Source: an optimization exercise on an open RTL-to-GDS flow (aim: small area, a short achievable clock period and few clock cycles). Production flows keep margins and buffers that such runs may drop.
In this exercise RTL edits were held to simulation tests only and were not proved equivalent to the original.

## geofence
module geofence (clk, reset, X, Y, valid, is_inside);
  input clk;
  input reset;
  input [9:0] X;
  input [9:0] Y;
  output reg valid;
  output reg is_inside;
  localparam S_IN = 2'd0, S_SCAN = 2'd1, S_PAIR = 2'd2, S_WAIT = 2'd3;
  reg [1:0] st;
  reg [3:0] cnt;
  reg [2:0] scfg;
  reg [2:0] mask;
  reg [1:0] tp;
  reg       opp, hf;
  reg [2:0] ph, rnd;
  reg       res_q, rpos_q;
  reg [5:1] cmpm;           
  reg       dec, wrd, wrc;  
  reg       ewin;           
  reg [9:0] tx, ty;
  always @(posedge clk) if (st == S_IN && cnt == 4'd1) begin tx <= X; ty <= Y; end
  wire [10:0] dxp = {1'b0, X} - {1'b0, tx};
  wire [10:0] dxm = {1'b0, tx} - {1'b0, X};
  wire [10:0] dyp = {1'b0, Y} - {1'b0, ty};
  wire [10:0] dym = {1'b0, ty} - {1'b0, Y};
  wire        sxn = dxp[10];
  wire        syn = dyp[10];
  wire [9:0]  mxn = sxn ? dxm[9:0] : dxp[9:0];
  wire [9:0]  myn = syn ? dym[9:0] : dyp[9:0];
  reg [21:0] dr0, dr1, dr2, dr3, dr4, dr5;
  wire wr_d = wrd;
  always @(posedge clk) begin
    dr0 <= wr_d ? {sxn, mxn, syn, myn} : dr5;
    dr1 <= dr0; dr2 <= dr1; dr3 <= dr2; dr4 <= dr3; dr5 <= dr4;
  end
  wire       bsx = dr0[21];
  wire [9:0] bax = dr0[20:11];
  wire       bsy = dr0[10];
  wire [9:0] bay = dr0[9:0];
  wire nzx = |bax;
  wire nzy = |bay;
  wire q0 = ~bsx & nzx & ~bsy;
  wire q1 = (bsx | ~nzx) & ~bsy & nzy;
  wire q3 = ~bsx & bsy;
  wire [1:0] quad = {~q0 & ~q1, q1 | q3};
  wire odd = q1 | q3;
  wire lex = bay <= bax;
  wire eqx = bay == bax;
  wire half0 = odd ? (~lex | eqx) : lex;
  reg [9:0] ra, rb;         
  wire fb_a, fb_b;
  wire [9:0] n0 = fb_b ? rb : (fb_a ? ra : (lex ? bay : bax));
  wire [9:0] mxv = lex ? bax : bay;
  wire [11:0] x3 = {2'b00, bax} + {1'b0, bax, 1'b0};
  ...
For scale: ~2100 cells after synthesis, about 18000 µm² of cells after synthesis.
export LEC_CHECK = 0
export ABC_AREA = 1
export ABC_CLOCK_PERIOD_IN_PS = 3000
export CAP_MARGIN = 20
export CORE_MARGIN = 2
export CORE_UTILIZATION = 55
export SETUP_SLACK_MARGIN = 2.5
export SLEW_MARGIN = 20
create_clock -name core_clock -period 5.5 [get_ports {clk}]
run.sh (not shown) runs the stock make flow with config.mk's settings and CLKGATE_MAP_FILE= SYNTH_SCRIPT=/design/flow/synth_recipe.tcl, a recipe that flattens the netlist after the stock synthesis.
Testbench counts at the start, summed over its fixed seeds: cycles 18,607.
Then changed:
--- a/flow/design.v
+++ b/flow/design.v
@@ -7,25 +7,24 @@
   output reg is_inside;
   localparam S_IN = 2'd0, S_SCAN = 2'd1, S_PAIR = 2'd2, S_WAIT = 2'd3;
   reg [1:0] st;
   reg [3:0] cnt;
   reg [2:0] scfg;
   reg [2:0] mask;
   reg [1:0] tp;
   reg       opp, hf;
   reg [2:0] ph, rnd;
   reg       res_q, rpos_q;
   reg [5:1] cmpm;           
   reg       dec, wrd, wrc;  
-  reg       ewin;           
   reg [9:0] tx, ty;
   always @(posedge clk) if (st == S_IN && cnt == 4'd1) begin tx <= X; ty <= Y; end
   wire [10:0] dxp = {1'b0, X} - {1'b0, tx};
   wire [10:0] dxm = {1'b0, tx} - {1'b0, X};
   wire [10:0] dyp = {1'b0, Y} - {1'b0, ty};
   wire [10:0] dym = {1'b0, ty} - {1'b0, Y};
   wire        sxn = dxp[10];
   wire        syn = dyp[10];
   wire [9:0]  mxn = sxn ? dxm[9:0] : dxp[9:0];
   wire [9:0]  myn = syn ? dym[9:0] : dyp[9:0];
   reg [21:0] dr0, dr1, dr2, dr3, dr4, dr5;
   wire wr_d = wrd;
@@ -127,26 +126,25 @@
     e3 <= e2 | {7'd0, upd[2]};
     e4 <= e3 | {7'd0, upd[3]};
     e5 <= e4 | {7'd0, upd[4]};
   end
   wire [5:0] fP, fN, fA;
   generate
     for (g = 0; g < 6; g = g + 1) begin : fg
       assign fP[g] = ev[g][2] | fin[g][2];
       assign fN[g] = ev[g][1] | fin[g][1];
       assign fA[g] = ev[g][0] | fin[g][0];
     end
   endgenerate
-  wire [5:0] cur = {cmpm, 1'b1};
-  wire ins_sure = &(~cur | (fP & fN));
+  wire ins_sure = &(fP & fN);
   wire out_sure = |(~fA & ~(fP & fN));
   wire [5:0] rP = {e5[2], e4[2], e3[2], e2[2], e1[2], e0[2]};
   wire [5:0] rN = {e5[1], e4[1], e3[1], e2[1], e1[1], e0[1]};
   wire ins_now = &(rP & rN);
   reg nb1, nb2, nb3;
   always @(posedge clk) begin
     nb1 <= e2[8:3] == e3[8:3];
     nb2 <= e2[8:3] == e4[8:3];
     nb3 <= e2[8:3] == e5[8:3];
   end
   wire amb1 = nb1;
   wire amb2 = nb2;
@@ -185,55 +183,49 @@
       cnt <= 4'd1;
       scfg <= 3'd0;
       mask <= 3'd0;
       tp <= 2'd1;
       opp <= 1'b0;
       hf <= 1'b0;
       ph <= 3'd0;
       rnd <= 3'd0;
       res_q <= 1'b0;
       rpos_q <= 1'b0;
       cmpm <= 5'd0;
       dec <= 1'b0;
-      ewin <= 1'b0;
       wrd <= 1'b0;
       wrc <= 1'b0;
       valid <= 1'b0;
       is_inside <= 1'b0;
     end else begin
       res_q <= res;
       rpos_q <= rpos;
       valid <= 1'b0;
       cmpm <= (st == S_IN && cnt >= 4'd6 && cnt <= 4'd10) ? {cmpm[4:1], 1'b1} : 5'd0;
       dec <= (st == S_IN && cnt == 4'd10);
-      ewin <= (st == S_IN && cnt >= 4'd7 && cnt <= 4'd9);
       wrd <= (st == S_IN && cnt >= 4'd1 && cnt <= 4'd6);
       wrc <= (st == S_IN && cnt >= 4'd4 && cnt <= 4'd9);
       case (st)
         S_IN: begin
           scfg <= 3'd0;
           mask <= 3'd0;
-          if (cnt == 4'd12)
-            cnt <= 4'd1;
-          else if (ewin && ins_sure) begin
-            cnt <= 4'd12;
-            valid <= 1'b1;
-            is_inside <= 1'b1;
-          end else if (dec) begin
+          if (dec) begin
             cnt <= 4'd12;
             valid <= ins_sure | out_sure;
             is_inside <= ins_sure;
             if (!(ins_sure | out_sure))
               st <= S_SCAN;
-          end else
+          end else if (cnt == 4'd12)
+            cnt <= 4'd1;
+          else
             cnt <= cnt + 4'd1;
         end
         S_SCAN: begin
           if (fin_scan) begin
             valid <= 1'b1;
             is_inside <= ins_now;
             st <= S_IN;
             cnt <= 4'd12;
           end else if (pend == 3'd0) begin
             scfg <= scfg + 3'd1;
             mask <= 3'd0;
           end else begin
The new run finished clean; worst hold slack hardly moves; via count barely changes; register-to-register slack barely changes; cell area stays flat; count of clock-buffer cells in the layout drops by 13; core utilization came out lower by 0.15 points.
Testbench counts after the change, summed over its fixed seeds: cycles 20,092.

[port drivers added, routing unchanged]
No port has a modelled driver above. Below, the same layouts with a new extraction and two added sets of constraints. Step 1: set_driving_cell puts a clkbuf_16 on clk and a buf_2 on each other input, an assumption about the parent block. Step 2 times the ports against the registers' clock, not the clock port: input delays grow and output delays shrink by t, the midpoint of the rising clock arrivals with the driver on. Slacks: ideal / step 1 / step 2; pairs: ideal / step 1.
run | t (ns) | setup WS [ns] | worst setup path at the end | slew at the worst register clock pin (ns) | worst data-port slew with drivers (ns)
the first run | 0.586 | 2.601 / 2.627 / 2.041 | input to register | 0.07 / 0.07 | 0.03
the second run | 0.570 | 2.648 / 2.677 / 2.108 | input to register | 0.06 / 0.06 | 0.05
After both steps every run listed still meets setup and hold. The setup slack of the first run, which loses most, moves by +0.026 ns with the drivers and by -0.560 ns with both steps.
